This is an optimization exercise on Yosys and OpenROAD, whose aim is small area, a short achievable clock period and few clock cycles, not a production implementation.
The RTL was checked by simulation tests, not by an equivalence proof against the original design.
No activity file was given, so power comes from the tool's default toggle rates.

## run A
==> flow/design.v <==
module ni_apb_bridge (
    input         clk,
    input         resetn,
    input  [15:0] i_flit,
    input         enable,
    output [15:0] o_flit,
    output        ready,
    output        valid_out,
    input  [31:0] prdata,
    input         pready,
    input         pslverr,
    output [13:0] paddr,
    output        psel,
    output        penable,
    output        pwrite,
    output [31:0] pwdata
);
  reg [15:0] h_q, t_q, o_q;    
  reg [31:0] pw_q;             
  reg        e_q;              
  reg        rdy_q, psel_q, pen_q, vld_q;
  reg [2:0]  rx_q;             
  reg        infl_q;           
  reg        pend_q;           
  reg [2:0]  beat_q;           
  wire take   = rdy_q & enable;
  wire xend   = pen_q & pready;
  wire ofree  = ~vld_q | (beat_q == 3'd4);
  wire start  = (xend | pend_q) & ofree;
  wire [31:0] rd_perm = {prdata[1:0], prdata[31:18], prdata[17:2]};
  always @(posedge clk) begin
    if (!resetn) begin
      rdy_q  <= 1'b1;
      rx_q   <= 3'd0;
      infl_q <= 1'b0;
      psel_q <= 1'b0;
      pen_q  <= 1'b0;
      pend_q <= 1'b0;
      vld_q  <= 1'b0;
    end else begin
      if (take) rx_q <= 3'd1;
      else if (rx_q == 3'd5) rx_q <= 3'd0;
      else if (rx_q != 3'd0) rx_q <= rx_q + 3'd1;
      if (take) infl_q <= 1'b1;
      else if (start) infl_q <= 1'b0;
      rdy_q <= ~take & (rx_q == 3'd0 || rx_q == 3'd5) & (~infl_q | start);
      if ((rx_q == 3'd1 && !i_flit[1]) || (rx_q == 3'd3 && pw_q[0])) psel_q <= 1'b1;
      else if (xend) psel_q <= 1'b0;
      pen_q  <= psel_q & ~xend;
      pend_q <= (xend | pend_q) & ~start;
      if (start) vld_q <= 1'b1;
      else if (beat_q == 3'd4) vld_q <= 1'b0;
    end
  end
  always @(posedge clk) begin
    if (rdy_q) h_q <= i_flit;
    if (rx_q == 3'd5) t_q <= i_flit;
    if (xend) begin
      pw_q <= rd_perm;
      e_q  <= pslverr;
    end else begin
      if (rx_q == 3'd1) pw_q[14:0] <= i_flit[15:1];
      if (rx_q == 3'd2) pw_q[29:15] <= i_flit[15:1];
      if (rx_q == 3'd3) pw_q[31:30] <= i_flit[2:1];
    end
    if (start) begin
      o_q    <= h_q;
      beat_q <= 3'd0;
    end else begin
      beat_q <= beat_q + 3'd1;
      case (beat_q)
        3'd0:    o_q <= {2'b00, pw_q[29:16]};
        3'd1:    o_q <= pw_q[15:0];
        3'd2:    o_q <= {pw_q[31:30], e_q, 13'b0};
        default: o_q <= t_q;
      endcase
    end
  end
  assign ready     = rdy_q;
  assign valid_out = vld_q;
  assign o_flit    = o_q;
  assign psel      = psel_q;
  assign penable   = pen_q;
  assign paddr     = pw_q[14:1];
  assign pwrite    = pw_q[0];
  assign pwdata    = pw_q;
endmodule
clock: 5.0 ns
lec_check: 0
cap_margin: 20
core_margin: 2
core_utilization: 40
cts_buf_list: sky130_fd_sc_hd__clkbuf_16
cts_cluster_diameter: 500
cts_cluster_size: 100
setup_slack_margin: 3.0
slew_margin: 20
standard.sh (not shown) runs the stock make flow with config.mk's settings and CLKGATE_MAP_FILE= SYNTH_SCRIPT=/design/flow/synth_recipe.tcl, a recipe that flattens the netlist after the stock synthesis.
==> flow/flow/run.sh <==
#!/bin/bash
# The standard layout, with the port buffers made from sky130_fd_sc_hd__buf_1
# (buffer_ports otherwise picks clkdlybuf4s50_1, a slow delay cell).
set -euo pipefail
export BUFFER_PORTS_ARGS="-buffer_cell sky130_fd_sc_hd__buf_1"
bash standard.sh finish > standard_flow.log 2>&1
Testbench counts of run A, summed over its fixed seeds: cycles 10,485.
#### Input delta (run B over run A)
- removing CTS_CLUSTER_SIZE (formerly 100)
- removing CTS_CLUSTER_DIAMETER (formerly 500)
- removing CTS_BUF_LIST (formerly sky130_fd_sc_hd__clkbuf_16)
diff --git a/flow/flow/run.sh b/flow/flow/run.sh
--- a/flow/flow/run.sh
+++ b/flow/flow/run.sh
@@ -3 +3,2 @@
-# (buffer_ports otherwise picks clkdlybuf4s50_1, a slow delay cell).
+# (buffer_ports otherwise picks clkdlybuf4s50_1, a slow delay cell), and a
+# flatter clock tree.
@@ -5,0 +7 @@
+export CTS_ARGS="-sink_clustering_enable -sink_clustering_size 50 -sink_clustering_max_diameter 200 -sink_clustering_levels 1 -buf_list sky130_fd_sc_hd__clkbuf_16 -repair_clock_nets"
--- outcome ---
From run A to run B the numbers moved as follows: instance area at placement shows no meaningful change, setup slack shows no meaningful change, layout-stage area growth over the synthesis result shows no meaningful change.
### run B -> run C
- swapping 3.0 for 2.5 in SETUP_SLACK_MARGIN
==> flow/flow/run.sh <==
#!/bin/bash
# The standard layout, with the port buffers made from sky130_fd_sc_hd__buf_1
# (buffer_ports otherwise picks clkdlybuf4s50_1, a slow delay cell).
set -euo pipefail
export BUFFER_PORTS_ARGS="-buffer_cell sky130_fd_sc_hd__buf_1"
bash standard.sh finish > standard_flow.log 2>&1
### Flow results
Lower worst hold-check slack among run B and run C: run C. The detailed-route wire length in run C was higher than what run B gave. Of the two values seen for class of the most critical setup path, in -> reg was produced by run C and reg -> out by run B. Run C gives more switching power share of the total than run B did. Fraction of met3 tracks used by global routing for run C is lower than for run B. Area after detailed placement: run C vs run B — no meaningful difference. Initial detailed-routing violation count deteriorates in run C relative to run B. Compared with run B, run C shows a highest net fanout along the worst path that is 15 higher. Worst setup slack for run C: 0.28 ns down relative to run B.
## Diff of input files: run D against run C
- SETUP_SLACK_MARGIN: 2.5 -> 3.0
[summary]
| final clock period utilization by the worst path | lower: run D |
Routed wire length, run D vs run C: down slightly
Run D vs run C on post-route standard cell area excluding fillers: run D is the higher one.
Per the comparison of run D with run C, via count increased 3.4%, non-filler instance count after layout increased 5, time the final worst path needs with I/O delays and setup decreased 0.24 ns.
The critical path start-end classification comes out in -> reg in one run and reg -> out in the other, namely in run C and run D respectively.
Input changes introduced in run E (baseline for comparison: run D):
- SETUP_SLACK_MARGIN removed (was 3.0)
==> flow/run.sh (new file) <==
#!/bin/bash
# synth_recipe.tcl (not shown) runs the flow's synth.tcl, then flattens the netlist and writes it again
# the make line also repeats each setting of config.mk as NAME=value (left out here)
make -C /OpenROAD-flow-scripts/flow DESIGN_CONFIG=/design/flow/config.mk WORK_HOME=/design/flow/orfs CLKGATE_MAP_FILE= SYNTH_SCRIPT=/design/flow/synth_recipe.tcl finish
removed: flow/flow/run.sh
removed: flow/standard.sh
[summary]
Side by side, final critical-path required period turned out higher in run E than in run D.
In run E, the detailed placer's ending HPWL came out about 6% above the value in run D.
Going from run D to run E, number of gates given a new drive strength after cts shrinks by 8.
Post-layout instance area in run E is 13% above run D.
Per the comparison of run E with run D, utilization higher; worst-case register-to-register setup slack lower.
Delta (run E minus run D): clock share of power -5.3 points; overall power ~0 delta; non-filler instance count after layout -5; count of nets after finishing -about 1%; aggregate routed wire length +5.3%.
Modified inputs, run F compared to run E
- SETUP_SLACK_MARGIN: unset -> 3.0
- CORE_UTILIZATION: 40 -> 75
==> flow/flow/run.sh (new file) <==
#!/bin/bash
# The standard layout, with the port buffers made from sky130_fd_sc_hd__buf_1
# (buffer_ports otherwise picks clkdlybuf4s50_1, a slow delay cell).
set -euo pipefail
export BUFFER_PORTS_ARGS="-buffer_cell sky130_fd_sc_hd__buf_1"
bash standard.sh finish > standard_flow.log 2>&1
==> flow/standard.sh (new file) <==
#!/bin/bash
# synth_recipe.tcl (not shown) runs the flow's synth.tcl, then flattens the netlist and writes it again
# the make line also repeats each setting of config.mk as NAME=value (left out here)
make -C /OpenROAD-flow-scripts/flow DESIGN_CONFIG=/design/flow/config.mk WORK_HOME=/design/flow/orfs CLKGATE_MAP_FILE= SYNTH_SCRIPT=/design/flow/synth_recipe.tcl "${@:-finish}"
removed: flow/run.sh
### Flow results
- | global routing usage on met1 | higher: run F |
- Area taken by flip-flops and latches: run E vs run F — no meaningful difference
- pw_q[13] as the worst setup path startpoint was reported by run F, and rdy_q by run E.
- Clock-buffer cell count: run F > run E
- Run F — hold path depth 1 higher, run E as reference
- Run F against run E: detailed-route wire length per cell climbed 21%, placed cell count fell by 11%, die span in y decreased by 26% relative to the old numbers.

separate check: timing with driven ports:
The flow's constraints put no driver on any port. The routed layouts listed below were extracted and timed again, unchanged, in two steps. Step 1 assumes that a clkbuf_16 drives the clock port and a buf_2 every other input. Step 2, shift: input delay + t, output delay - t, t = (earliest + latest rising clock arrival at the registers) / 2. This alone moves slack from input paths to output paths. Slacks: no drivers / after step 1 / after step 2; pairs: no drivers / after step 1.
run | t, ns | setup slack, ns | worst setup path at the end | latest minus earliest clock arrival (ns)
run A | 0.374 | 3.037 / 3.001 / 2.701 | input to register | 0.009 / 0.009
run B | 0.374 | 3.037 / 3.001 / 2.701 | input to register | 0.009 / 0.009
run C | 0.378 | 2.760 / 2.767 / 2.389 | input to register | 0.012 / 0.012
run D | 0.393 | 3.005 / 2.973 / 2.721 | input to register | 0.010 / 0.010
run E | 0.382 | 2.092 / 2.061 / 1.981 | input to register | 0.014 / 0.014
run F | 0.381 | 2.996 / 2.968 / 2.663 | input to register | 0.009 / 0.009
After both steps setup and hold are still met in every run listed. The setup slack of run C, which loses most, moves by +0.007 ns with the drivers and by -0.371 ns with both steps.
